Background: an optimization exercise with open tools, aiming at small area, a short achievable clock period and few clock cycles per item. Do not read the settings as production practice. Function was checked by simulation only, so behaviour that the tests miss may differ from the original.

===== flow/run.sh =====
#!/bin/bash
# synth_recipe.tcl (not shown) runs the flow's synth.tcl, then flattens the netlist and writes it again
# the make line also repeats each setting of config.mk as NAME=value (left out here)
make -C /OpenROAD-flow-scripts/flow DESIGN_CONFIG=/design/flow/config.mk WORK_HOME=/design/flow/orfs CLKGATE_MAP_FILE= SYNTH_SCRIPT=/design/flow/synth_recipe.tcl finish

===== flow/config.mk =====
export PLATFORM = sky130hd
export DESIGN_NAME = R_CORDIC_Unit
export DESIGN_NICKNAME = R_CORDIC_Unit
export VERILOG_FILES = /design/flow/design.v
export SDC_FILE = /design/flow/constraint.sdc
export NUM_CORES = 4
export LEC_CHECK = 0
export ABC_AREA = 1
export CAP_MARGIN = 20
export CORE_MARGIN = 2
export CORE_UTILIZATION = 60
export PLACE_DENSITY = 0.7
export SETUP_SLACK_MARGIN = 5
export SLEW_MARGIN = 20

===== flow/constraint.sdc =====
create_clock -name core_clock -period 10.0 [get_ports {clk}]
set_input_delay 2.0000 -clock core_clock [delete_from_list [all_inputs] [get_ports {clk}]]
set_output_delay 2.0000 -clock core_clock [all_outputs]
set_load 0.01 [all_outputs]

===== flow/design.v =====
module LUT (
    input      [3:0]  sel,
    input             neg,
    output     [31:0] value
);
    reg [31:0] t;
    always @(*) begin
        case (sel)
            4'd0:  t = 32'h2D000000;
            4'd1:  t = 32'h1A90F0F5;
            4'd2:  t = 32'h0E0926A5;
            4'd3:  t = 32'h072023D0;
            4'd4:  t = 32'h03937ABF;
            4'd5:  t = 32'h01C95CAD;
            4'd6:  t = 32'h00E492E5;
            4'd7:  t = 32'h00722D16;
            4'd8:  t = 32'h00391D3F;
            4'd9:  t = 32'h001CC3DD;
            4'd10: t = 32'h000E2487;
            4'd11: t = 32'h00072290;
            4'd12: t = 32'h0003917C;
            4'd13: t = 32'h0001E66E;
            4'd14: t = 32'h0000E557;
            default: t = 32'h0;
        endcase
    end
    assign value = neg ? t : -t;
endmodule
module R_CORDIC (
    input  [31:0] x,
    output [31:0] s,
    output [31:0] c,
    output        cin
);
    wire w1 = x[31] ^ ~x[27];
    wire w2 = x[31] & ~x[27];
    wire w3 = ~x[28] ^ x[24];
    wire w4 = ~x[28] & x[24];
    wire w5 = ~x[29] ^ x[25];
    wire w6 = ~x[29] & x[25];
    wire w7 = ~x[30] ^ x[26];
    wire w8 = ~x[30] & x[26];
    wire w9 = ~x[15] ^ ~x[11];
    wire w10 = ~x[15] & ~x[11];
    wire w11 = ~x[16] ^ ~x[12];
    wire w12 = ~x[16] & ~x[12];
    wire w13 = ~x[17] ^ ~x[13];
    wire w14 = ~x[17] & ~x[13];
    wire w15 = ~x[18] ^ ~x[14] ^ x[10];
    wire w16 = (~x[18] & ~x[14]) | (~x[18] & x[10]) | (~x[14] & x[10]);
    wire w17 = x[8] ^ ~x[6];
    wire w18 = x[8] & ~x[6];
    wire w19 = ~x[19] ^ ~x[15] ^ x[11];
    wire w20 = (~x[19] & ~x[15]) | (~x[19] & x[11]) | (~x[15] & x[11]);
    wire w21 = x[9] ^ ~x[7];
    wire w22 = x[9] & ~x[7];
    wire w23 = ~x[20] ^ ~x[16] ^ x[12];
    wire w24 = (~x[20] & ~x[16]) | (~x[20] & x[12]) | (~x[16] & x[12]);
    wire w25 = x[10] ^ ~x[8];
    wire w26 = x[10] & ~x[8];
    wire w27 = ~x[21] ^ ~x[17] ^ x[13];
    wire w28 = (~x[21] & ~x[17]) | (~x[21] & x[13]) | (~x[17] & x[13]);
    wire w29 = x[11] ^ ~x[9] ^ ~x[6];
    wire w30 = (x[11] & ~x[9]) | (x[11] & ~x[6]) | (~x[9] & ~x[6]);
    wire w31 = ~x[22] ^ ~x[18] ^ x[14];
    wire w32 = (~x[22] & ~x[18]) | (~x[22] & x[14]) | (~x[18] & x[14]);
    wire w33 = x[12] ^ ~x[10] ^ ~x[7];
    wire w34 = (x[12] & ~x[10]) | (x[12] & ~x[7]) | (~x[10] & ~x[7]);
    wire w35 = ~x[23] ^ ~x[19] ^ x[15];
    wire w36 = (~x[23] & ~x[19]) | (~x[23] & x[15]) | (~x[19] & x[15]);
    wire w37 = x[13] ^ ~x[11] ^ ~x[8];
    wire w38 = (x[13] & ~x[11]) | (x[13] & ~x[8]) | (~x[11] & ~x[8]);
    wire w39 = ~x[5] ^ x[2];
    wire w40 = ~x[5] & x[2];
    wire w41 = ~x[24] ^ ~x[20] ^ x[16];
    wire w42 = (~x[24] & ~x[20]) | (~x[24] & x[16]) | (~x[20] & x[16]);
    wire w43 = x[14] ^ ~x[12] ^ ~x[9];
    wire w44 = (x[14] & ~x[12]) | (x[14] & ~x[9]) | (~x[12] & ~x[9]);
    wire w45 = ~x[6] ^ x[3] ^ x[1];
    wire w46 = (~x[6] & x[3]) | (~x[6] & x[1]) | (x[3] & x[1]);
    wire w47 = ~x[25] ^ ~x[21] ^ x[17];
    wire w48 = (~x[25] & ~x[21]) | (~x[25] & x[17]) | (~x[21] & x[17]);
    wire w49 = x[15] ^ ~x[13] ^ ~x[10];
    wire w50 = (x[15] & ~x[13]) | (x[15] & ~x[10]) | (~x[13] & ~x[10]);
    wire w51 = ~x[7] ^ x[4] ^ x[2];
    wire w52 = (~x[7] & x[4]) | (~x[7] & x[2]) | (x[4] & x[2]);
    wire w53 = ~x[26] ^ ~x[22] ^ x[18];
    wire w54 = (~x[26] & ~x[22]) | (~x[26] & x[18]) | (~x[22] & x[18]);
    wire w55 = x[16] ^ ~x[14] ^ ~x[11];
    wire w56 = (x[16] & ~x[14]) | (x[16] & ~x[11]) | (~x[14] & ~x[11]);
    wire w57 = ~x[8] ^ x[5] ^ x[3];
    wire w58 = (~x[8] & x[5]) | (~x[8] & x[3]) | (x[5] & x[3]);
    wire w59 = ~x[27] ^ ~x[23] ^ x[19];
    wire w60 = (~x[27] & ~x[23]) | (~x[27] & x[19]) | (~x[23] & x[19]);
    wire w61 = x[17] ^ ~x[15] ^ ~x[12];
    wire w62 = (x[17] & ~x[15]) | (x[17] & ~x[12]) | (~x[15] & ~x[12]);
    wire w63 = ~x[9] ^ x[6] ^ x[4];
    wire w64 = (~x[9] & x[6]) | (~x[9] & x[4]) | (x[6] & x[4]);
    wire w65 = ~x[28] ^ ~x[24] ^ x[20];
    wire w66 = (~x[28] & ~x[24]) | (~x[28] & x[20]) | (~x[24] & x[20]);
    wire w67 = x[18] ^ ~x[16] ^ ~x[13];
    wire w68 = (x[18] & ~x[16]) | (x[18] & ~x[13]) | (~x[16] & ~x[13]);
    wire w69 = ~x[10] ^ x[7] ^ x[5];
    wire w70 = (~x[10] & x[7]) | (~x[10] & x[5]) | (x[7] & x[5]);
    wire w71 = ~x[29] ^ ~x[25] ^ x[21];
    wire w72 = (~x[29] & ~x[25]) | (~x[29] & x[21]) | (~x[25] & x[21]);
    wire w73 = x[19] ^ ~x[17] ^ ~x[14];
    wire w74 = (x[19] & ~x[17]) | (x[19] & ~x[14]) | (~x[17] & ~x[14]);
    wire w75 = ~x[11] ^ x[8] ^ x[6];
    wire w76 = (~x[11] & x[8]) | (~x[11] & x[6]) | (x[8] & x[6]);
    wire w77 = ~x[30] ^ ~x[26] ^ x[22];
    wire w78 = (~x[30] & ~x[26]) | (~x[30] & x[22]) | (~x[26] & x[22]);
    wire w79 = x[20] ^ ~x[18] ^ ~x[15];
    wire w80 = (x[20] & ~x[18]) | (x[20] & ~x[15]) | (~x[18] & ~x[15]);
    wire w81 = ~x[12] ^ x[9] ^ x[7];
    wire w82 = (~x[12] & x[9]) | (~x[12] & x[7]) | (x[9] & x[7]);
    wire w83 = w1 ^ x[23] ^ x[21];
    wire w84 = (w1 & x[23]) | (w1 & x[21]) | (x[23] & x[21]);
    wire w85 = ~x[19] ^ ~x[16] ^ ~x[13];
    wire w86 = (~x[19] & ~x[16]) | (~x[19] & ~x[13]) | (~x[16] & ~x[13]);
    wire w87 = x[10] ^ x[8] ^ 1'b1;
    wire w88 = (x[10] & x[8]) | (x[10] & 1'b1) | (x[8] & 1'b1);
    wire w89 = w3 ^ x[22] ^ ~x[20];
    wire w90 = (w3 & x[22]) | (w3 & ~x[20]) | (x[22] & ~x[20]);
    wire w91 = ~x[17] ^ ~x[14] ^ x[11];
    wire w92 = (~x[17] & ~x[14]) | (~x[17] & x[11]) | (~x[14] & x[11]);
    wire w93 = x[9] ^ 1'b1 ^ w2;
    wire w94 = (x[9] & 1'b1) | (x[9] & w2) | (1'b1 & w2);
    wire w95 = w5 ^ x[23] ^ ~x[21];
    wire w96 = (w5 & x[23]) | (w5 & ~x[21]) | (x[23] & ~x[21]);
    wire w97 = ~x[18] ^ ~x[15] ^ x[12];
    wire w98 = (~x[18] & ~x[15]) | (~x[18] & x[12]) | (~x[15] & x[12]);
    wire w99 = x[10] ^ 1'b1 ^ w4;
    wire w100 = (x[10] & 1'b1) | (x[10] & w4) | (1'b1 & w4);
    wire w101 = w7 ^ x[24] ^ ~x[22];
    wire w102 = (w7 & x[24]) | (w7 & ~x[22]) | (x[24] & ~x[22]);
    wire w103 = ~x[19] ^ ~x[16] ^ x[13];
    wire w104 = (~x[19] & ~x[16]) | (~x[19] & x[13]) | (~x[16] & x[13]);
    wire w105 = x[11] ^ 1'b1 ^ w6;
    wire w106 = (x[11] & 1'b1) | (x[11] & w6) | (1'b1 & w6);
    wire w107 = x[31] ^ x[27] ^ x[25];
    wire w108 = (x[31] & x[27]) | (x[31] & x[25]) | (x[27] & x[25]);
    wire w109 = ~x[23] ^ ~x[20] ^ ~x[17];
    wire w110 = (~x[23] & ~x[20]) | (~x[23] & ~x[17]) | (~x[20] & ~x[17]);
    wire w111 = x[14] ^ x[12] ^ w8;
    wire w112 = (x[14] & x[12]) | (x[14] & w8) | (x[12] & w8);
    wire w113 = x[28] ^ x[26] ^ ~x[24];
    wire w114 = (x[28] & x[26]) | (x[28] & ~x[24]) | (x[26] & ~x[24]);
    wire w115 = ~x[21] ^ ~x[18] ^ x[15];
    wire w116 = (~x[21] & ~x[18]) | (~x[21] & x[15]) | (~x[18] & x[15]);
    wire w117 = x[13] ^ 1'b1;
    wire w118 = x[13] & 1'b1;
    wire w119 = x[29] ^ x[27] ^ ~x[25];
    wire w120 = (x[29] & x[27]) | (x[29] & ~x[25]) | (x[27] & ~x[25]);
    wire w121 = ~x[22] ^ ~x[19] ^ x[16];
    wire w122 = (~x[22] & ~x[19]) | (~x[22] & x[16]) | (~x[19] & x[16]);
    wire w123 = x[14] ^ 1'b1;
    wire w124 = x[14] & 1'b1;
    wire w125 = x[30] ^ x[28] ^ ~x[26];
    wire w126 = (x[30] & x[28]) | (x[30] & ~x[26]) | (x[28] & ~x[26]);
    wire w127 = ~x[23] ^ ~x[20] ^ x[17];
    wire w128 = (~x[23] & ~x[20]) | (~x[23] & x[17]) | (~x[20] & x[17]);
    wire w129 = x[15] ^ 1'b1;
    wire w130 = x[15] & 1'b1;
    wire w131 = ~x[31] ^ x[29] ^ ~x[27];
    wire w132 = (~x[31] & x[29]) | (~x[31] & ~x[27]) | (x[29] & ~x[27]);
    wire w133 = ~x[24] ^ ~x[21] ^ x[18];
    wire w134 = (~x[24] & ~x[21]) | (~x[24] & x[18]) | (~x[21] & x[18]);
    wire w135 = x[30] ^ ~x[28] ^ ~x[25];
    wire w136 = (x[30] & ~x[28]) | (x[30] & ~x[25]) | (~x[28] & ~x[25]);
    wire w137 = ~x[22] ^ x[19];
    wire w138 = ~x[22] & x[19];
    wire w139 = ~x[31] ^ ~x[29] ^ ~x[26];
    wire w140 = (~x[31] & ~x[29]) | (~x[31] & ~x[26]) | (~x[29] & ~x[26]);
    wire w141 = ~x[30] ^ ~x[27];
    wire w142 = ~x[30] & ~x[27];
    wire w143 = ~x[12] ^ ~x[8] ^ x[4];
    wire w144 = (~x[12] & ~x[8]) | (~x[12] & x[4]) | (~x[8] & x[4]);
    wire w145 = ~x[13] ^ ~x[9] ^ x[5];
    wire w146 = (~x[13] & ~x[9]) | (~x[13] & x[5]) | (~x[9] & x[5]);
    wire w147 = ~x[14] ^ ~x[10] ^ x[6];
    wire w148 = (~x[14] & ~x[10]) | (~x[14] & x[6]) | (~x[10] & x[6]);
    wire w149 = w9 ^ x[7] ^ x[5];
    wire w150 = (w9 & x[7]) | (w9 & x[5]) | (x[7] & x[5]);
    wire w151 = ~x[3] ^ ~x[0];
    wire w152 = ~x[3] & ~x[0];
    wire w153 = w11 ^ x[8] ^ x[6];
    wire w154 = (w11 & x[8]) | (w11 & x[6]) | (x[8] & x[6]);
    wire w155 = ~x[4] ^ ~x[1] ^ w10;
    wire w156 = (~x[4] & ~x[1]) | (~x[4] & w10) | (~x[1] & w10);
    wire w157 = w13 ^ x[9] ^ x[7];
    wire w158 = (w13 & x[9]) | (w13 & x[7]) | (x[9] & x[7]);
    wire w159 = ~x[5] ^ ~x[2] ^ w12;
    wire w160 = (~x[5] & ~x[2]) | (~x[5] & w12) | (~x[2] & w12);
    wire w161 = w15 ^ w17 ^ ~x[3];
    wire w162 = (w15 & w17) | (w15 & ~x[3]) | (w17 & ~x[3]);
    wire w163 = ~x[0] ^ 1'b1 ^ w14;
    wire w164 = (~x[0] & 1'b1) | (~x[0] & w14) | (1'b1 & w14);
    wire w165 = w19 ^ w21 ^ ~x[4];
    wire w166 = (w19 & w21) | (w19 & ~x[4]) | (w21 & ~x[4]);
    wire w167 = ~x[1] ^ w16 ^ w18;
    wire w168 = (~x[1] & w16) | (~x[1] & w18) | (w16 & w18);
    wire w169 = w23 ^ w25 ^ ~x[5];
    wire w170 = (w23 & w25) | (w23 & ~x[5]) | (w25 & ~x[5]);
    wire w171 = ~x[2] ^ w20 ^ w22;
    wire w172 = (~x[2] & w20) | (~x[2] & w22) | (w20 & w22);
    wire w173 = w27 ^ w29 ^ ~x[3];
    wire w174 = (w27 & w29) | (w27 & ~x[3]) | (w29 & ~x[3]);
    wire w175 = x[0] ^ w24 ^ w26;
    wire w176 = (x[0] & w24) | (x[0] & w26) | (w24 & w26);
    wire w177 = w31 ^ w33 ^ ~x[4];
    wire w178 = (w31 & w33) | (w31 & ~x[4]) | (w33 & ~x[4]);
    wire w179 = x[1] ^ w28 ^ w30;
    wire w180 = (x[1] & w28) | (x[1] & w30) | (w28 & w30);
    wire w181 = w35 ^ w37 ^ w39;
    wire w182 = (w35 & w37) | (w35 & w39) | (w37 & w39);
    wire w183 = x[0] ^ w32 ^ w34;
    wire w184 = (x[0] & w32) | (x[0] & w34) | (w32 & w34);
    wire w185 = w41 ^ w43 ^ w45;
    wire w186 = (w41 & w43) | (w41 & w45) | (w43 & w45);
    wire w187 = w36 ^ w38 ^ w40;
    wire w188 = (w36 & w38) | (w36 & w40) | (w38 & w40);
    wire w189 = w47 ^ w49 ^ w51;
    wire w190 = (w47 & w49) | (w47 & w51) | (w49 & w51);
    wire w191 = w42 ^ w44 ^ w46;
    wire w192 = (w42 & w44) | (w42 & w46) | (w44 & w46);
    wire w193 = w53 ^ w55 ^ w57;
    wire w194 = (w53 & w55) | (w53 & w57) | (w55 & w57);
    wire w195 = w48 ^ w50 ^ w52;
    wire w196 = (w48 & w50) | (w48 & w52) | (w50 & w52);
    wire w197 = w59 ^ w61 ^ w63;
    wire w198 = (w59 & w61) | (w59 & w63) | (w61 & w63);
    wire w199 = w54 ^ w56 ^ w58;
    wire w200 = (w54 & w56) | (w54 & w58) | (w56 & w58);
    wire w201 = w65 ^ w67 ^ w69;
    wire w202 = (w65 & w67) | (w65 & w69) | (w67 & w69);
    wire w203 = w60 ^ w62 ^ w64;
    wire w204 = (w60 & w62) | (w60 & w64) | (w62 & w64);
    wire w205 = w71 ^ w73 ^ w75;
    wire w206 = (w71 & w73) | (w71 & w75) | (w73 & w75);
    wire w207 = w66 ^ w68 ^ w70;
    wire w208 = (w66 & w68) | (w66 & w70) | (w68 & w70);
    wire w209 = w77 ^ w79 ^ w81;
    wire w210 = (w77 & w79) | (w77 & w81) | (w79 & w81);
    wire w211 = w72 ^ w74 ^ w76;
    wire w212 = (w72 & w74) | (w72 & w76) | (w74 & w76);
    wire w213 = w83 ^ w85 ^ w87;
    wire w214 = (w83 & w85) | (w83 & w87) | (w85 & w87);
    wire w215 = w78 ^ w80 ^ w82;
    wire w216 = (w78 & w80) | (w78 & w82) | (w80 & w82);
    wire w217 = w89 ^ w91 ^ w93;
    wire w218 = (w89 & w91) | (w89 & w93) | (w91 & w93);
    wire w219 = w84 ^ w86 ^ w88;
    wire w220 = (w84 & w86) | (w84 & w88) | (w86 & w88);
    wire w221 = w95 ^ w97 ^ w99;
    wire w222 = (w95 & w97) | (w95 & w99) | (w97 & w99);
    wire w223 = w90 ^ w92 ^ w94;
    wire w224 = (w90 & w92) | (w90 & w94) | (w92 & w94);
    wire w225 = w101 ^ w103 ^ w105;
    wire w226 = (w101 & w103) | (w101 & w105) | (w103 & w105);
    wire w227 = w96 ^ w98 ^ w100;
    wire w228 = (w96 & w98) | (w96 & w100) | (w98 & w100);
    wire w229 = w107 ^ w109 ^ w111;
    wire w230 = (w107 & w109) | (w107 & w111) | (w109 & w111);
    wire w231 = w102 ^ w104 ^ w106;
    wire w232 = (w102 & w104) | (w102 & w106) | (w104 & w106);
    wire w233 = w113 ^ w115 ^ w117;
    wire w234 = (w113 & w115) | (w113 & w117) | (w115 & w117);
    wire w235 = w108 ^ w110 ^ w112;
    wire w236 = (w108 & w110) | (w108 & w112) | (w110 & w112);
    wire w237 = w119 ^ w121 ^ w123;
    wire w238 = (w119 & w121) | (w119 & w123) | (w121 & w123);
    wire w239 = w114 ^ w116 ^ w118;
    wire w240 = (w114 & w116) | (w114 & w118) | (w116 & w118);
    wire w241 = w125 ^ w127 ^ w129;
    wire w242 = (w125 & w127) | (w125 & w129) | (w127 & w129);
    wire w243 = w120 ^ w122 ^ w124;
    wire w244 = (w120 & w122) | (w120 & w124) | (w122 & w124);
    wire w245 = w131 ^ w133 ^ x[16];
    wire w246 = (w131 & w133) | (w131 & x[16]) | (w133 & x[16]);
    wire w247 = w126 ^ w128 ^ w130;
    wire w248 = (w126 & w128) | (w126 & w130) | (w128 & w130);
    wire w249 = w135 ^ w137 ^ x[17];
    wire w250 = (w135 & w137) | (w135 & x[17]) | (w137 & x[17]);
    wire w251 = 1'b1 ^ w132 ^ w134;
    wire w252 = (1'b1 & w132) | (1'b1 & w134) | (w132 & w134);
    wire w253 = w139 ^ ~x[23] ^ x[20];
    wire w254 = (w139 & ~x[23]) | (w139 & x[20]) | (~x[23] & x[20]);
    wire w255 = x[18] ^ w136 ^ w138;
    wire w256 = (x[18] & w136) | (x[18] & w138) | (w136 & w138);
    wire w257 = w141 ^ ~x[24] ^ x[21];
    wire w258 = (w141 & ~x[24]) | (w141 & x[21]) | (~x[24] & x[21]);
    wire w259 = x[19] ^ 1'b1 ^ w140;
    wire w260 = (x[19] & 1'b1) | (x[19] & w140) | (1'b1 & w140);
    wire w261 = x[31] ^ ~x[28] ^ ~x[25];
    wire w262 = (x[31] & ~x[28]) | (x[31] & ~x[25]) | (~x[28] & ~x[25]);
    wire w263 = x[22] ^ x[20] ^ w142;
    wire w264 = (x[22] & x[20]) | (x[22] & w142) | (x[20] & w142);
    wire w265 = ~x[29] ^ ~x[26] ^ x[23];
    wire w266 = (~x[29] & ~x[26]) | (~x[29] & x[23]) | (~x[26] & x[23]);
    wire w267 = x[21] ^ 1'b1;
    wire w268 = x[21] & 1'b1;
    wire w269 = ~x[30] ^ ~x[27] ^ x[24];
    wire w270 = (~x[30] & ~x[27]) | (~x[30] & x[24]) | (~x[27] & x[24]);
    wire w271 = x[22] ^ 1'b1;
    wire w272 = x[22] & 1'b1;
    wire w273 = x[31] ^ ~x[28] ^ x[25];
    wire w274 = (x[31] & ~x[28]) | (x[31] & x[25]) | (~x[28] & x[25]);
    wire w275 = ~x[29] ^ x[26];
    wire w276 = ~x[29] & x[26];
    wire w277 = ~x[30] ^ x[27];
    wire w278 = ~x[30] & x[27];
    wire w279 = ~x[10] ^ ~x[6];
    wire w280 = ~x[10] & ~x[6];
    wire w281 = ~x[11] ^ ~x[7] ^ x[3];
    wire w282 = (~x[11] & ~x[7]) | (~x[11] & x[3]) | (~x[7] & x[3]);
    wire w283 = w143 ^ x[2] ^ ~x[0];
    wire w284 = (w143 & x[2]) | (w143 & ~x[0]) | (x[2] & ~x[0]);
    wire w285 = w145 ^ x[3] ^ ~x[1];
    wire w286 = (w145 & x[3]) | (w145 & ~x[1]) | (x[3] & ~x[1]);
    wire w287 = w147 ^ x[4] ^ ~x[2];
    wire w288 = (w147 & x[4]) | (w147 & ~x[2]) | (x[4] & ~x[2]);
    wire w289 = w149 ^ w151 ^ 1'b1;
    wire w290 = (w149 & w151) | (w149 & 1'b1) | (w151 & 1'b1);
    wire w291 = w153 ^ w155 ^ w150;
    wire w292 = (w153 & w155) | (w153 & w150) | (w155 & w150);
    wire w293 = w157 ^ w159 ^ w154;
    wire w294 = (w157 & w159) | (w157 & w154) | (w159 & w154);
    wire w295 = w161 ^ w163 ^ w158;
    wire w296 = (w161 & w163) | (w161 & w158) | (w163 & w158);
    wire w297 = w165 ^ w167 ^ w162;
    wire w298 = (w165 & w167) | (w165 & w162) | (w167 & w162);
    wire w299 = w169 ^ w171 ^ w166;
    wire w300 = (w169 & w171) | (w169 & w166) | (w171 & w166);
    wire w301 = w173 ^ w175 ^ w170;
    wire w302 = (w173 & w175) | (w173 & w170) | (w175 & w170);
    wire w303 = w177 ^ w179 ^ w174;
    wire w304 = (w177 & w179) | (w177 & w174) | (w179 & w174);
    wire w305 = w181 ^ w183 ^ w178;
    wire w306 = (w181 & w183) | (w181 & w178) | (w183 & w178);
    wire w307 = w185 ^ w187 ^ w182;
    wire w308 = (w185 & w187) | (w185 & w182) | (w187 & w182);
    wire w309 = w189 ^ w191 ^ w186;
    wire w310 = (w189 & w191) | (w189 & w186) | (w191 & w186);
    wire w311 = w193 ^ w195 ^ w190;
    wire w312 = (w193 & w195) | (w193 & w190) | (w195 & w190);
    wire w313 = w197 ^ w199 ^ w194;
    wire w314 = (w197 & w199) | (w197 & w194) | (w199 & w194);
    wire w315 = w201 ^ w203 ^ w198;
    wire w316 = (w201 & w203) | (w201 & w198) | (w203 & w198);
    wire w317 = w205 ^ w207 ^ w202;
    wire w318 = (w205 & w207) | (w205 & w202) | (w207 & w202);
    wire w319 = w209 ^ w211 ^ w206;
    wire w320 = (w209 & w211) | (w209 & w206) | (w211 & w206);
    wire w321 = w213 ^ w215 ^ w210;
    wire w322 = (w213 & w215) | (w213 & w210) | (w215 & w210);
    wire w323 = w217 ^ w219 ^ w214;
    wire w324 = (w217 & w219) | (w217 & w214) | (w219 & w214);
    wire w325 = w221 ^ w223 ^ w218;
    wire w326 = (w221 & w223) | (w221 & w218) | (w223 & w218);
    wire w327 = w225 ^ w227 ^ w222;
    wire w328 = (w225 & w227) | (w225 & w222) | (w227 & w222);
    wire w329 = w229 ^ w231 ^ w226;
    wire w330 = (w229 & w231) | (w229 & w226) | (w231 & w226);
    wire w331 = w233 ^ w235 ^ w230;
    wire w332 = (w233 & w235) | (w233 & w230) | (w235 & w230);
    wire w333 = w237 ^ w239 ^ w234;
    wire w334 = (w237 & w239) | (w237 & w234) | (w239 & w234);
    wire w335 = w241 ^ w243 ^ w238;
    wire w336 = (w241 & w243) | (w241 & w238) | (w243 & w238);
    wire w337 = w245 ^ w247 ^ w242;
    wire w338 = (w245 & w247) | (w245 & w242) | (w247 & w242);
    wire w339 = w249 ^ w251 ^ w246;
    wire w340 = (w249 & w251) | (w249 & w246) | (w251 & w246);
    wire w341 = w253 ^ w255 ^ w250;
    wire w342 = (w253 & w255) | (w253 & w250) | (w255 & w250);
    wire w343 = w257 ^ w259 ^ w254;
    wire w344 = (w257 & w259) | (w257 & w254) | (w259 & w254);
    wire w345 = w261 ^ w263 ^ w258;
    wire w346 = (w261 & w263) | (w261 & w258) | (w263 & w258);
    wire w347 = w265 ^ w267 ^ w262;
    wire w348 = (w265 & w267) | (w265 & w262) | (w267 & w262);
    wire w349 = w269 ^ w271 ^ w266;
    wire w350 = (w269 & w271) | (w269 & w266) | (w271 & w266);
    wire w351 = w273 ^ x[23] ^ w270;
    wire w352 = (w273 & x[23]) | (w273 & w270) | (x[23] & w270);
    wire w353 = w275 ^ x[24] ^ 1'b1;
    wire w354 = (w275 & x[24]) | (w275 & 1'b1) | (x[24] & 1'b1);
    wire w355 = w277 ^ x[25] ^ 1'b1;
    wire w356 = (w277 & x[25]) | (w277 & 1'b1) | (x[25] & 1'b1);
    wire w357 = x[31] ^ x[28] ^ x[26];
    wire w358 = (x[31] & x[28]) | (x[31] & x[26]) | (x[28] & x[26]);
    wire w359 = x[29] ^ x[27];
    wire w360 = x[29] & x[27];
    wire w361 = x[30] ^ x[28];
    wire w362 = x[30] & x[28];
    wire w363 = ~x[4] ^ ~x[0];
    wire w364 = ~x[4] & ~x[0];
    wire w365 = ~x[5] ^ ~x[1];
    wire w366 = ~x[5] & ~x[1];
    wire w367 = ~x[6] ^ ~x[2];
    wire w368 = ~x[6] & ~x[2];
    wire w369 = ~x[7] ^ ~x[3];
    wire w370 = ~x[7] & ~x[3];
    wire w371 = ~x[8] ^ ~x[4] ^ x[0];
    wire w372 = (~x[8] & ~x[4]) | (~x[8] & x[0]) | (~x[4] & x[0]);
    wire w373 = ~x[9] ^ ~x[5] ^ x[1];
    wire w374 = (~x[9] & ~x[5]) | (~x[9] & x[1]) | (~x[5] & x[1]);
    wire w375 = w279 ^ x[2] ^ x[0];
    wire w376 = (w279 & x[2]) | (w279 & x[0]) | (x[2] & x[0]);
    wire w377 = w281 ^ x[1] ^ w280;
    wire w378 = (w281 & x[1]) | (w281 & w280) | (x[1] & w280);
    wire w379 = w283 ^ 1'b1 ^ w282;
    wire w380 = (w283 & 1'b1) | (w283 & w282) | (1'b1 & w282);
    wire w381 = w285 ^ w144 ^ w284;
    wire w382 = (w285 & w144) | (w285 & w284) | (w144 & w284);
    wire w383 = w287 ^ w146 ^ w286;
    wire w384 = (w287 & w146) | (w287 & w286) | (w146 & w286);
    wire w385 = w289 ^ w148 ^ w288;
    wire w386 = (w289 & w148) | (w289 & w288) | (w148 & w288);
    wire w387 = w291 ^ w152 ^ w290;
    wire w388 = (w291 & w152) | (w291 & w290) | (w152 & w290);
    wire w389 = w293 ^ w156 ^ w292;
    wire w390 = (w293 & w156) | (w293 & w292) | (w156 & w292);
    wire w391 = w295 ^ w160 ^ w294;
    wire w392 = (w295 & w160) | (w295 & w294) | (w160 & w294);
    wire w393 = w297 ^ w164 ^ w296;
    wire w394 = (w297 & w164) | (w297 & w296) | (w164 & w296);
    wire w395 = w299 ^ w168 ^ w298;
    wire w396 = (w299 & w168) | (w299 & w298) | (w168 & w298);
    wire w397 = w301 ^ w172 ^ w300;
    wire w398 = (w301 & w172) | (w301 & w300) | (w172 & w300);
    wire w399 = w303 ^ w176 ^ w302;
    wire w400 = (w303 & w176) | (w303 & w302) | (w176 & w302);
    wire w401 = w305 ^ w180 ^ w304;
    wire w402 = (w305 & w180) | (w305 & w304) | (w180 & w304);
    wire w403 = w307 ^ w184 ^ w306;
    wire w404 = (w307 & w184) | (w307 & w306) | (w184 & w306);
    wire w405 = w309 ^ w188 ^ w308;
    wire w406 = (w309 & w188) | (w309 & w308) | (w188 & w308);
    wire w407 = w311 ^ w192 ^ w310;
    wire w408 = (w311 & w192) | (w311 & w310) | (w192 & w310);
    wire w409 = w313 ^ w196 ^ w312;
    wire w410 = (w313 & w196) | (w313 & w312) | (w196 & w312);
    wire w411 = w315 ^ w200 ^ w314;
    wire w412 = (w315 & w200) | (w315 & w314) | (w200 & w314);
    wire w413 = w317 ^ w204 ^ w316;
    wire w414 = (w317 & w204) | (w317 & w316) | (w204 & w316);
    wire w415 = w319 ^ w208 ^ w318;
    wire w416 = (w319 & w208) | (w319 & w318) | (w208 & w318);
    wire w417 = w321 ^ w212 ^ w320;
    wire w418 = (w321 & w212) | (w321 & w320) | (w212 & w320);
    wire w419 = w323 ^ w216 ^ w322;
    wire w420 = (w323 & w216) | (w323 & w322) | (w216 & w322);
    wire w421 = w325 ^ w220 ^ w324;
    wire w422 = (w325 & w220) | (w325 & w324) | (w220 & w324);
    wire w423 = w327 ^ w224 ^ w326;
    wire w424 = (w327 & w224) | (w327 & w326) | (w224 & w326);
    wire w425 = w329 ^ w228 ^ w328;
    wire w426 = (w329 & w228) | (w329 & w328) | (w228 & w328);
    wire w427 = w331 ^ w232 ^ w330;
    wire w428 = (w331 & w232) | (w331 & w330) | (w232 & w330);
    wire w429 = w333 ^ w236 ^ w332;
    wire w430 = (w333 & w236) | (w333 & w332) | (w236 & w332);
    wire w431 = w335 ^ w240 ^ w334;
    wire w432 = (w335 & w240) | (w335 & w334) | (w240 & w334);
    wire w433 = w337 ^ w244 ^ w336;
    wire w434 = (w337 & w244) | (w337 & w336) | (w244 & w336);
    wire w435 = w339 ^ w248 ^ w338;
    wire w436 = (w339 & w248) | (w339 & w338) | (w248 & w338);
    wire w437 = w341 ^ w252 ^ w340;
    wire w438 = (w341 & w252) | (w341 & w340) | (w252 & w340);
    wire w439 = w343 ^ w256 ^ w342;
    wire w440 = (w343 & w256) | (w343 & w342) | (w256 & w342);
    wire w441 = w345 ^ w260 ^ w344;
    wire w442 = (w345 & w260) | (w345 & w344) | (w260 & w344);
    wire w443 = w347 ^ w264 ^ w346;
    wire w444 = (w347 & w264) | (w347 & w346) | (w264 & w346);
    wire w445 = w349 ^ w268 ^ w348;
    wire w446 = (w349 & w268) | (w349 & w348) | (w268 & w348);
    wire w447 = w351 ^ w272 ^ w350;
    wire w448 = (w351 & w272) | (w351 & w350) | (w272 & w350);
    wire w449 = w353 ^ w274 ^ w352;
    wire w450 = (w353 & w274) | (w353 & w352) | (w274 & w352);
    wire w451 = w355 ^ w276 ^ w354;
    wire w452 = (w355 & w276) | (w355 & w354) | (w276 & w354);
    wire w453 = w357 ^ w278 ^ w356;
    wire w454 = (w357 & w278) | (w357 & w356) | (w278 & w356);
    wire w455 = w359 ^ 1'b1 ^ w358;
    wire w456 = (w359 & 1'b1) | (w359 & w358) | (1'b1 & w358);
    wire w457 = w361 ^ 1'b1 ^ w360;
    wire w458 = (w361 & 1'b1) | (w361 & w360) | (1'b1 & w360);
    wire w459 = ~x[31] ^ x[29] ^ w362;
    wire w460 = (~x[31] & x[29]) | (~x[31] & w362) | (x[29] & w362);
    wire w461 = x[30] ^ 1'b1;
    wire w462 = x[30] & 1'b1;
    wire [23:0] la = {w401, w399, w397, w395, w393, w391, w389, w387, w385, w383, w381, w379, w377, w375, w373, w371, w369, w367, w365, w363, ~x[3], ~x[2], ~x[1], ~x[0]};
    wire [23:0] lb = {w400, w398, w396, w394, w392, w390, w388, w386, w384, w382, w380, w378, w376, w374, w372, w370, w368, w366, w364, 1'b1, 1'b0, 1'b0, 1'b0, 1'b1};
    wire [24:0] lsum = {1'b0, la} + {1'b0, lb};
    assign cin = lsum[24];
    assign s = {1'b1, ~x[31], w461, w459, w457, w455, w453, w451, w449, w447, w445, w443, w441, w439, w437, w435, w433, w431, w429, w427, w425, w423, w421, w419, w417, w415, w413, w411, w409, w407, w405, w403};
    assign c = {1'b0, w462, w460, w458, w456, w454, w452, w450, w448, w446, w444, w442, w440, w438, w436, w434, w432, w430, w428, w426, w424, w422, w420, w418, w416, w414, w412, w410, w408, w406, w404, w402};
endmodule
module R_CORDIC_Unit (
    input signed [31:0]      i_data_1,
    input signed [31:0]      i_data_2,
    input signed [31:0]      angle,
    input                    en,
    input                    rst,
    input                    clk,
    output signed [31:0]     o_data_1,
    output signed [31:0]     o_data_2,
    output                   done_flag
);
    reg        busy, done;
    reg  [4:0] cnt;
    reg signed [31:0] bx, by, ba;
    reg        [31:0] pc;
    reg               pci;
    wire last = cnt == 5'd16;
    wire [31:0] ux = busy ? bx : i_data_1;
    wire [31:0] uy = busy ? by : i_data_2;
    wire [31:0] ua = busy ? ba : angle;
    wire [31:0] sx = busy ? bx >>> cnt[3:0] : i_data_1;
    wire [31:0] sy = busy ? by >>> cnt[3:0] : i_data_2;
    wire neg = ua[31];
    wire [31:0] t;
    LUT lut (.sel(cnt[3:0]), .neg(neg), .value(t));
    wire [32:0] ax = {ux, 1'b1} + {sy ^ {32{ neg}},  neg};
    wire [32:0] ay = {uy, 1'b1} + {sx ^ {32{~neg}}, ~neg};
    wire [31:0] na = ua + t;
    wire [31:0] ks, kc;
    wire        kci;
    R_CORDIC gain (.x(bx), .s(ks), .c(kc), .cin(kci));
    wire [32:0] kp = {ba, 1'b1} + {pc, pci};
    wire [31:0] kx = kp[32:1];
    wire m1 = cnt == 5'd15;
    wire m2 = cnt[4];
    always @(posedge clk or posedge rst) begin
        if (rst) begin
            busy <= 1'b0;
            done <= 1'b0;
            cnt  <= 5'd0;
        end else begin
            busy <= en || (busy && !last);
            done <= busy && last;
            cnt  <= en ? 5'd1 : (busy && !last) ? cnt + 5'd1 : 5'd0;
        end
    end
    always @(posedge clk) begin
        pc  <= kc;
        pci <= kci;
        by  <= ay[32:1];
        if (m1 | m2) begin
            bx <= m2 ? kx : by;
            ba <= ks;
        end else begin
            bx <= ax[32:1];
            ba <= na;
        end
    end
    assign o_data_1  = bx;
    assign o_data_2  = kx;
    assign done_flag = done;
endmodule

==> load_flow_metrics.sql, run 1 <==
INSERT INTO impl_metrics (metric_group, metric, value, unit) VALUES
('critical_path', 'maximum_net_fanout_on_the_critical_path', '3', ''),
('synth', 'netlist.top_cell.by_area', 'sky130_fd_sc_hd__fa_1', ''),
('drt', 'wl_per_cell', '23.2', 'um'),
('sta', 'rsz0062_at_grt', 'yes', ''),
('final_layout', 'drive_gt1_frac', '0.0811', ''),
('worst_hold_path', 'timing.hold.worst_endpoint', 'bx[0]', ''),
('synth', 'synthesis.nets', '3749', ''),
('critical_path', 'cp.required', '8000', 'ps'),
('placement', 'buffer_ports.inserted', '163', ''),
('clocking', 'cts_tree', 'built', ''),
('synth', 'synth.area.top_cells', 'sky130_fd_sc_hd__fa_1, sky130_fd_sc_hd__nand2_1, sky130_fd_sc_hd__dfxtp_1', ''),
('synth', 'syn_inst', '3257', ''),
('grt', 'grt_remaining_overflow', '0', ''),
('run', 'timing.max_cap.violations', '0', ''),
('placement', 'gp_routability_congestion', '1.04', ''),
('synth', 'post-synth-top-count-cell', 'sky130_fd_sc_hd__nand2_1', ''),
('drt', 'route.vias.total', '24200', ''),
('floorplan', 'initial_utilization', '0.608', ''),
('grt', 'wire_length_of_the_first_global_routing_pass', '133000', 'um'),
('critical_path', 'critPathLaunchType', 'register', ''),
('synth', 'synth_cell_types', '60', ''),
('critical_path', 'crit_slowest_cell', 'sky130_fd_sc_hd__clkdlybuf4s50_1', ''),
('final_layout', 'multi_input_area', '17800', 'sq um'),
('final_layout', 'regArea', '2760', 'sq um'),
('sta', 'tightestPinTransition', '1060', 'ps'),
('clocking', 'cts.clk_slew.worst_paths', '70', 'ps'),
('clocking', 'clock_sinks', '135', ''),
('clocking', 'cts-hold-fix-buffers', '0', ''),
('run_status', 'outcome', 'timing/DRC/antenna clean', ''),
('critical_path', 'criticalPathCategory', 'reg2out', ''),
('sta', 'clock.fmax', '0.196', 'GHz'),
('grt', 'maximum_number_of_pins_on_one_net_before_global_route_repair', '123', ''),
('grt', 'first_global_vias', '23200', ''),
('clocking', 'cts_buffer_depth', '2', ''),
('worst_hold_path', 'worst_hold_startpoint', 'by[0]', ''),
('synth', 'async_reset_ff_frac', '0.0519', ''),
('drt', 'wirelength', '89900', 'um'),
('grt', 'antenna_found_initial', '3', ''),
('worst_hold_path', 'hold_path_class', 'reg2reg', ''),
('clocking', 'cts_root_buf', 'sky130_fd_sc_hd__clkbuf_16', ''),
('critical_path', 'worst-r2r-setup-slack', '5190', 'ps'),
('critical_path', 'path_delay_family', 'buffers and inverters', ''),
('synth', 'synth.top_cells.by_count', 'sky130_fd_sc_hd__nand2_1, sky130_fd_sc_hd__inv_1, sky130_fd_sc_hd__o21ai_0', ''),
('sta', 'setup_slack', '4900', 'ps'),
('clocking', 'tritoncts.num_buffers', '17', ''),
('final_layout', 'final_net_count', '3884', ''),
('drt', 'drt.antenna.violating_nets', '0', ''),
('synth', 'synth_edf_count', '0', ''),
('grt', 'grt_usage', '0.457', ''),
('final_layout', 'finalNonFillerCells', '3873', ''),
('synth', 'synth_ff_type', 'sky130_fd_sc_hd__dfxtp_1', ''),
('synth', 'syn_area', '22200', 'sq um'),
('synth', 'ys_ff_latch', '135', ''),
('sta', 'finalSetupTns', '0', 'ps'),
('floorplan', 'io-pin-count', '164', ''),
('drt', 'vias_per_cell', '6.26', ''),
('drt', 'drc_errors', '0', ''),
('clocking', 'ctsHtreeMaxLevel', '4', ''),
('floorplan', 'rows', '70', ''),
('critical_path', 'r2r.worst_path.cells', '26', ''),
('drt', 'iteration_0_drc_count_of_the_detailed_router', '3682', ''),
('synth', 'synth_seq_area_share', '0.123', ''),
('sta', 'timing.final.crit_period', '5100', 'ps'),
('drt', 'detailedRoute.firstPassIterationCount', '14', ''),
('floorplan', 'vertical_die_dimension', '196', 'um'),
('synth', 'synth-warning-count', '2', ''),
('final_layout', 'antenna-diode-count', '0', ''),
('critical_path', 'worst_reg2reg_path_startpoint', 'cnt[0]', ''),
('critical_path', 'critical_path_buf_inv_count', '4', '');
-- cells by family after synthesis --
family / Yosys count / share of synthesized area
mux: 31 / 0.0140
compound gates: 763 / 0.188
xor+xnor: 174 / 0.0686
fa+ha+maj: 393 / 0.286
buf+inv: 601 / 0.105
simple gates: 1160 / 0.215
flops: 135 / 0.123
-- flip-flops by register name (all words and copies together), names as in the netlist --
register and count:
by 32, cnt 5, busy 1, pci 1, bx 32, pc 31
done 1, ba 32
-- through the flow --
step	cell area, sq um	hold WS, ps
5_1_grt	25800	633
3_3_place_gp	24200	609
2_1_floorplan	22200	488
6_report	25800	615
3_5_place_dp	24200	604
4_1_cts	25300	618
-- worst max path at each step --
| stage | from | to | slack, ps | cells after the start |
|---|---|---|---|---|
| detailed placement | angle[31] | ba[26] | 3480 | 25 |
| global route | angle[31] | ba[26] | 4850 | 26 |
| finish | pc[0] | o_data_2[9] | 4900 | 11 |
| floorplan | angle[31] | ba[24] | 5090 | 22 |
| global placement | angle[31] | ba[26] | 3590 | 25 |
| CTS | ba[3] | o_data_2[30] | 4870 | 12 |
-- layout by cell type (no fill, tap or decap), types with 9 or more instances in the layout --
cell	instances
sky130_fd_sc_hd__a21o_1	13
sky130_fd_sc_hd__a21oi_1	201
sky130_fd_sc_hd__a21oi_2	18
sky130_fd_sc_hd__a31oi_1	18
sky130_fd_sc_hd__buf_4	58
sky130_fd_sc_hd__clkbuf_16	19
sky130_fd_sc_hd__clkdlybuf4s50_1	146
sky130_fd_sc_hd__dfxtp_1	122
sky130_fd_sc_hd__fa_1	190
sky130_fd_sc_hd__ha_1	182
sky130_fd_sc_hd__ha_2	9
sky130_fd_sc_hd__ha_4	11
sky130_fd_sc_hd__inv_1	468
sky130_fd_sc_hd__inv_2	11
sky130_fd_sc_hd__mux2i_1	31
sky130_fd_sc_hd__nand2_1	761
sky130_fd_sc_hd__nand2_2	17
sky130_fd_sc_hd__nand3_1	111
sky130_fd_sc_hd__nand4_1	17
sky130_fd_sc_hd__nor2_1	172
sky130_fd_sc_hd__nor3_1	21
sky130_fd_sc_hd__o211ai_1	31
sky130_fd_sc_hd__o21a_1	12
sky130_fd_sc_hd__o21ai_0	381
sky130_fd_sc_hd__o21ai_1	15
sky130_fd_sc_hd__o21ai_2	12
sky130_fd_sc_hd__o21bai_1	14
sky130_fd_sc_hd__xnor2_1	38
sky130_fd_sc_hd__xor2_1	118
sky130_fd_sc_hd__xor2_2	15
-- routing by layer --
layer | vias up | wire (um) | global-route usage
met5 | - | 43 | 0
met4 | 6 | 6420 | 0.274
met3 | 450 | 12200 | 0.128
met1 | 11200 | 33500 | 0.583
li1 | 10800 | - | -
met2 | 1790 | 37800 | 0.689
-- layout make-up --
class	count	area share
clock buffers	18	0.0166
clock inverters	14	0.00586
inverters	484	0.0710
multi-input cells	2521	0.688
flip-flops and latches	135	0.107
well taps	468	0.0227
repair buffers	233	0.0891
-- worst register-to-register path, stage by stage (launching register included) --
cell                      delay, ps
sky130_fd_sc_hd__dfrtp_4        570
sky130_fd_sc_hd__inv_8          170
sky130_fd_sc_hd__ha_2           350
sky130_fd_sc_hd__nor2_2         160
sky130_fd_sc_hd__nor2_1          90
sky130_fd_sc_hd__nand2_1        130
sky130_fd_sc_hd__nand2_1        120
sky130_fd_sc_hd__inv_2          100
sky130_fd_sc_hd__ha_1           170
sky130_fd_sc_hd__nand3_1        140
sky130_fd_sc_hd__nor2_2         170
sky130_fd_sc_hd__nand4_2        130
sky130_fd_sc_hd__nor2_2         130
sky130_fd_sc_hd__nand3_2        110
sky130_fd_sc_hd__nor2_4         140
sky130_fd_sc_hd__a31oi_4        150
sky130_fd_sc_hd__xor2_2         210
sky130_fd_sc_hd__ha_2           440
sky130_fd_sc_hd__nand2_2        110
sky130_fd_sc_hd__nor2_1         110
sky130_fd_sc_hd__inv_1          100
sky130_fd_sc_hd__nor3_2         230
sky130_fd_sc_hd__nand4_1        250
sky130_fd_sc_hd__nand2_1        120
sky130_fd_sc_hd__nand2_1         50
sky130_fd_sc_hd__nand3_1        100
sky130_fd_sc_hd__o21ai_0        100
-- what timing repair did --
action	CTS	global route
resized for setup	91	94
endpoints found under the setup margin	83	57
pin swaps	14	20
gates cloned	3	2
hold endpoints to repair	0	0
buffers inserted	14	20
Testbench counts, summed over its fixed seeds: cycles 8,712, items 512.
==> run 2: changes to the inputs <==
--- a/flow/design.v
+++ b/flow/design.v
@@ -1,30 +1,27 @@
 module LUT (
     input      [3:0]  sel,
-    input             neg,
-    output     [31:0] value
+    output reg [31:0] value
 );
-    reg [31:0] t;
     always @(*) begin
         case (sel)
-            4'd0:  t = 32'h2D000000;
-            4'd1:  t = 32'h1A90F0F5;
-            4'd2:  t = 32'h0E0926A5;
-            4'd3:  t = 32'h072023D0;
-            4'd4:  t = 32'h03937ABF;
-            4'd5:  t = 32'h01C95CAD;
-            4'd6:  t = 32'h00E492E5;
-            4'd7:  t = 32'h00722D16;
-            4'd8:  t = 32'h00391D3F;
-            4'd9:  t = 32'h001CC3DD;
-            4'd10: t = 32'h000E2487;
-            4'd11: t = 32'h00072290;
-            4'd12: t = 32'h0003917C;
-            4'd13: t = 32'h0001E66E;
-            4'd14: t = 32'h0000E557;
-            default: t = 32'h0;
+            4'd0:  value = 32'h2D000000;
+            4'd1:  value = 32'h1A90F0F5;
+            4'd2:  value = 32'h0E0926A5;
+            4'd3:  value = 32'h072023D0;
+            4'd4:  value = 32'h03937ABF;
+            4'd5:  value = 32'h01C95CAD;
+            4'd6:  value = 32'h00E492E5;
+            4'd7:  value = 32'h00722D16;
+            4'd8:  value = 32'h00391D3F;
+            4'd9:  value = 32'h001CC3DD;
+            4'd10: value = 32'h000E2487;
+            4'd11: value = 32'h00072290;
+            4'd12: value = 32'h0003917C;
+            4'd13: value = 32'h0001E66E;
+            4'd14: value = 32'h0000E557;
+            default: value = 32'h0;
         endcase
     end
-    assign value = neg ? t : -t;
 endmodule
 module R_CORDIC (
     input  [31:0] x,
@@ -515,51 +512,58 @@
     reg        busy, done;
     reg  [4:0] cnt;
     reg signed [31:0] bx, by, ba;
-    reg        [31:0] pc;
-    reg               pci;
-    wire last = cnt == 5'd16;
-    wire [31:0] ux = busy ? bx : i_data_1;
-    wire [31:0] uy = busy ? by : i_data_2;
-    wire [31:0] ua = busy ? ba : angle;
-    wire [31:0] sx = busy ? bx >>> cnt[3:0] : i_data_1;
-    wire [31:0] sy = busy ? by >>> cnt[3:0] : i_data_2;
-    wire neg = ua[31];
+    reg               bc;
+    wire neg = ba[31];
     wire [31:0] t;
-    LUT lut (.sel(cnt[3:0]), .neg(neg), .value(t));
-    wire [32:0] ax = {ux, 1'b1} + {sy ^ {32{ neg}},  neg};
-    wire [32:0] ay = {uy, 1'b1} + {sx ^ {32{~neg}}, ~neg};
-    wire [31:0] na = ua + t;
+    LUT lut (.sel(cnt[3:0]), .value(t));
+    wire signed [31:0] sx = bx >>> cnt[3:0];
+    wire signed [31:0] sy = by >>> cnt[3:0];
+    wire [32:0] ax = {bx, 1'b1} + {sy ^ {32{ neg}},  neg};
+    wire [32:0] ay = {by, 1'b1} + {sx ^ {32{~neg}}, ~neg};
+    wire [32:0] aa = {ba, 1'b1} + {t  ^ {32{~neg}}, ~neg};
     wire [31:0] ks, kc;
     wire        kci;
     R_CORDIC gain (.x(bx), .s(ks), .c(kc), .cin(kci));
-    wire [32:0] kp = {ba, 1'b1} + {pc, pci};
-    wire [31:0] kx = kp[32:1];
+    wire [32:0] kp = {ba, 1'b1} + {by, bc};
     wire m1 = cnt == 5'd15;
-    wire m2 = cnt[4];
+    wire m2 = cnt == 5'd16;
+    wire m3 = cnt == 5'd17;
     always @(posedge clk or posedge rst) begin
         if (rst) begin
             busy <= 1'b0;
             done <= 1'b0;
             cnt  <= 5'd0;
         end else begin
-            busy <= en || (busy && !last);
-            done <= busy && last;
-            cnt  <= en ? 5'd1 : (busy && !last) ? cnt + 5'd1 : 5'd0;
+            done <= busy && m3;
+            if (en) begin
+                busy <= 1'b1;
+                cnt  <= 5'd0;
+            end else if (busy) begin
+                cnt <= cnt + 5'd1;
+                if (m3) busy <= 1'b0;
+            end
         end
     end
     always @(posedge clk) begin
-        pc  <= kc;
-        pci <= kci;
-        by  <= ay[32:1];
-        if (m1 | m2) begin
-            bx <= m2 ? kx : by;
+        bc <= kci;
+        if (en) begin
+            bx <= i_data_1;
+            by <= i_data_2;
+            ba <= angle;
+        end else if (m1 | m2) begin
+            bx <= m1 ? by : kp[32:1];
+            by <= kc;
+            ba <= ks;
+        end else if (m3) begin
+            by <= kp[32:1];
             ba <= ks;
         end else begin
             bx <= ax[32:1];
-            ba <= na;
+            by <= ay[32:1];
+            ba <= aa[32:1];
         end
     end
     assign o_data_1  = bx;
-    assign o_data_2  = kx;
+    assign o_data_2  = by;
     assign done_flag = done;
 endmodule
--- a/flow/config.mk
+++ b/flow/config.mk
@@ -5,7 +5,6 @@
 export SDC_FILE = /design/flow/constraint.sdc
 export NUM_CORES = 4
 export LEC_CHECK = 0
-export ABC_AREA = 1
 export CAP_MARGIN = 20
 export CORE_MARGIN = 2
 export CORE_UTILIZATION = 60
==> run 2 against run 1 <==
Still clean. Clock skew rose by 7.1 ps. Sequential share of layout area fell by 0.23 points. Utilization fell by 2.4 points. Synthesized cell count fell by 23%. Routed wire length fell by 12%. First-iteration DRC count fell by 34%. Register-to-register slack barely moved. Setup slack improved by 290 ps. Critical path depth rose by 7. Via count fell by 17%. Flip-flop and latch count fell by 31.
==> load_flow_metrics.sql, run 2 <==
INSERT INTO impl_metrics (metric_group, metric, value, unit) VALUES
('run_status', 'outcome', 'timing/DRC/antenna clean', ''),
('synth', 'synth.top_cells.by_count', 'sky130_fd_sc_hd__nand2_1, sky130_fd_sc_hd__inv_1, sky130_fd_sc_hd__o21ai_0', ''),
('drt', 'drt.antenna.violating_nets', '0', ''),
('drt', 'detailedRoute.firstPassIterationCount', '6', ''),
('clocking', 'tritoncts.num_buffers', '9', ''),
('critical_path', 'maximum_net_fanout_on_the_critical_path', '20', ''),
('drt', 'wl_per_cell', '25.6', 'um'),
('final_layout', 'regArea', '2450', 'sq um'),
('synth', 'netlist.top_cell.by_area', 'sky130_fd_sc_hd__fa_1', ''),
('final_layout', 'multi_input_area', '17100', 'sq um'),
('synth', 'synth_seq_area_share', '0.117', ''),
('clocking', 'clock_sinks', '104', ''),
('placement', 'dpl-instance-area', '22700', 'sq um'),
('synth', 'synthesis.nets', '2987', ''),
('clocking', 'ctsHtreeMaxLevel', '3', ''),
('final_layout', 'final_instance_area', '23500', 'sq um'),
('grt', 'first_global_vias', '19300', ''),
('critical_path', 'worst-r2r-setup-slack', '5190', 'ps'),
('final_layout', 'finalNonFillerCells', '3070', ''),
('worst_hold_path', 'hold_path_class', 'reg2reg', ''),
('grt', 'maximum_number_of_pins_on_one_net_before_global_route_repair', '84', ''),
('drt', 'top_signal_layer_used', 'met4', ''),
('drt', 'drc_errors', '0', ''),
('drt', 'route.vias.total', '20000', ''),
('final_layout', 'mostFrequentLayoutCell', 'sky130_fd_sc_hd__nand2_1', ''),
('synth', 'syn_inst', '2496', ''),
('sta', 'finalSetupTns', '0', 'ps'),
('critical_path', 'cp.required', '10110', 'ps'),
('drt', 'routed-wl-met3', '8470', 'um'),
('floorplan', 'rows', '68', ''),
('synth', 'ys_ff_latch', '104', ''),
('synth', 'synth.area.top_cells', 'sky130_fd_sc_hd__fa_1, sky130_fd_sc_hd__ha_1, sky130_fd_sc_hd__xnor2_1', ''),
('final_layout', 'layout_top_registers', 'ba: 32 flops, bx: 32 flops, by: 32 flops', ''),
('grt', 'grt_remaining_overflow', '0', ''),
('synth', 'post-synth-top-count-cell', 'sky130_fd_sc_hd__nand2_1', ''),
('sta', 'setup_slack', '5190', 'ps'),
('clocking', 'cts.clk_slew.worst_paths', '90', 'ps'),
('critical_path', 'criticalPathCategory', 'reg2reg', ''),
('clocking', 'cts_buffer_depth', '2', ''),
('final_layout', 'most-common-layout-cells', 'sky130_fd_sc_hd__nand2_1, sky130_fd_sc_hd__inv_1, sky130_fd_sc_hd__a21oi_1', ''),
('synth', 'synth_ff_type', 'sky130_fd_sc_hd__dfxtp_1', ''),
('run', 'timing.max_cap.violations', '0', ''),
('synth', 'syn_area', '20800', 'sq um'),
('final_layout', 'antenna-diode-count', '0', ''),
('clocking', 'cts_root_buf', 'sky130_fd_sc_hd__clkbuf_16', ''),
('synth', 'synth_cell_types', '85', ''),
('placement', 'gp_routability_congestion', '1.02', ''),
('sta', 'clock.fmax', '0.208', 'GHz'),
('drt', 'wirelength', '78700', 'um'),
('clocking', 'cts_tree', 'built', ''),
('sta', 'timing.final.crit_period', '4810', 'ps'),
('sta', 'hold_ws', '690', 'ps'),
('drt', 'routed-wl-met2', '33700', 'um'),
('grt', 'wire_length_of_the_first_global_routing_pass', '116000', 'um'),
('grt', 'grt_usage', '0.434', ''),
('sta', 'tightestPinTransition', '1100', 'ps'),
('sta', 'rsz0062_at_grt', 'yes', ''),
('clocking', 'clkLatencyLatePin', '410', 'ps'),
('drt', 'vias_per_cell', '6.51', ''),
('synth', 'async_reset_ff_frac', '0.0673', ''),
('floorplan', 'initial_utilization', '0.605', ''),
('floorplan', 'io-pin-count', '164', ''),
('drt', 'detail_route.wirelength.met1', '29400', 'um'),
('critical_path', 'critPathLaunchType', 'register', ''),
('drt', 'iteration_0_drc_count_of_the_detailed_router', '2442', '');
run 2: changes by cell type in the layout (fill, tap and decap cells not counted), sizes merged, moves of 63 or more:
cell and delta:
inv -251, xor2 -80, o21ai -190, nand3 -81, dfxtp -63, nand2 -517
xnor2 +119
run 2: worst paths after layout:
kind / start / to / depth (start not counted)
worst max-delay path: cnt[0] / bx[30] / 18
worst min-delay path: ba[30] / ba[31] / 2
worst max register to register: cnt[0] / bx[30] / 18
worst min register to register: ba[30] / ba[31] / 2
max in group asynchronous: rst / cnt[0] / 2
min in group asynchronous: rst / done / 2
run 2: routing by layer:
| metal | global-route usage | up-vias |
|---|---|---|
| met5 | 0 | - |
| met4 | 0.342 | 0 |
| met3 | 0.0891 | 320 |
| met2 | 0.649 | 1268 |
| met1 | 0.547 | 9475 |
| li1 | - | 8938 |
run 2: layout make-up:
cell class	instances	share of cell area
Clock buffer	10	0.00974
Clock inverter	6	0.00224
Inverter	234	0.0383
Multi-Input combinational cell	2033	0.727
Sequential cell	104	0.104
Tap cell	455	0.0242
Timing Repair Buffer	228	0.0939
run 2: timing repair:
action,CTS,global route
resized for setup,14,30
gates cloned,1,1
hold buffers,0,0
setup buffers,4,32
endpoints found under the hold margin,0,0
endpoints found under the setup margin,54,31
pin swaps,0,5
run 2: logic make-up (layout without fill, tap and decap cells):
group,count (synthesis),in the layout,synth area share
AOI/OAI and AO/OA,725,725,0.215
xor gates and xnor gates,213,213,0.0897
adders and majority gates,392,392,0.305
buffers and inverters,359,478,0.0667
DFF,104,104,0.117
muxes,129,129,0.0844
and+or+nand+nor,574,574,0.122
run 2: critical path, cell delays in order (launching register included):
cell,delay [ps]
sky130_fd_sc_hd__dfrtp_4,500
sky130_fd_sc_hd__buf_16,200
sky130_fd_sc_hd__mux2_2,360
sky130_fd_sc_hd__o21ai_0,400
sky130_fd_sc_hd__mux4_2,340
sky130_fd_sc_hd__xnor2_1,70
sky130_fd_sc_hd__ha_1,390
sky130_fd_sc_hd__nand2_1,130
sky130_fd_sc_hd__o21ai_1,180
sky130_fd_sc_hd__nand3_1,200
sky130_fd_sc_hd__a311oi_4,460
sky130_fd_sc_hd__o211ai_1,140
sky130_fd_sc_hd__buf_4,170
sky130_fd_sc_hd__o311ai_1,270
sky130_fd_sc_hd__o211ai_1,180
sky130_fd_sc_hd__o21ai_0,230
sky130_fd_sc_hd__xor2_1,100
sky130_fd_sc_hd__o22ai_1,130
sky130_fd_sc_hd__a21oi_1,60
Testbench counts of run 2, summed over its fixed seeds: cycles 9,736, items 512.

port drivers added, routing unchanged:
The flow's constraints put no driver on any port. The routed layouts listed below were extracted and timed again, unchanged, in two steps. Step 1, drivers: a clkbuf_16 drives clk and a buf_2 each remaining input, both assumed. Step 2 also shifts input and output timing later by t, the mid clock arrival at the registers, as if the neighbouring blocks saw the same clock. a / b / c = no drivers / after step 1 / after step 2; a / b = the first two.
run | shift t [ns] | setup WS [ns] | worst hold slack (ns) | clock arrival spread, ns
run 1 | 0.520 | 4.904 / 4.847 / 4.491 | 0.615 / 0.615 / 0.615 | 0.016 / 0.016
run 2 | 0.460 | 5.194 / 5.194 / 5.168 | 0.690 / 0.690 / 0.690 | 0.023 / 0.023
After both steps setup and hold are still met in every run listed. For run 1, which loses most, drivers alone change the setup slack by -0.057 ns; drivers and shift together by -0.413 ns.
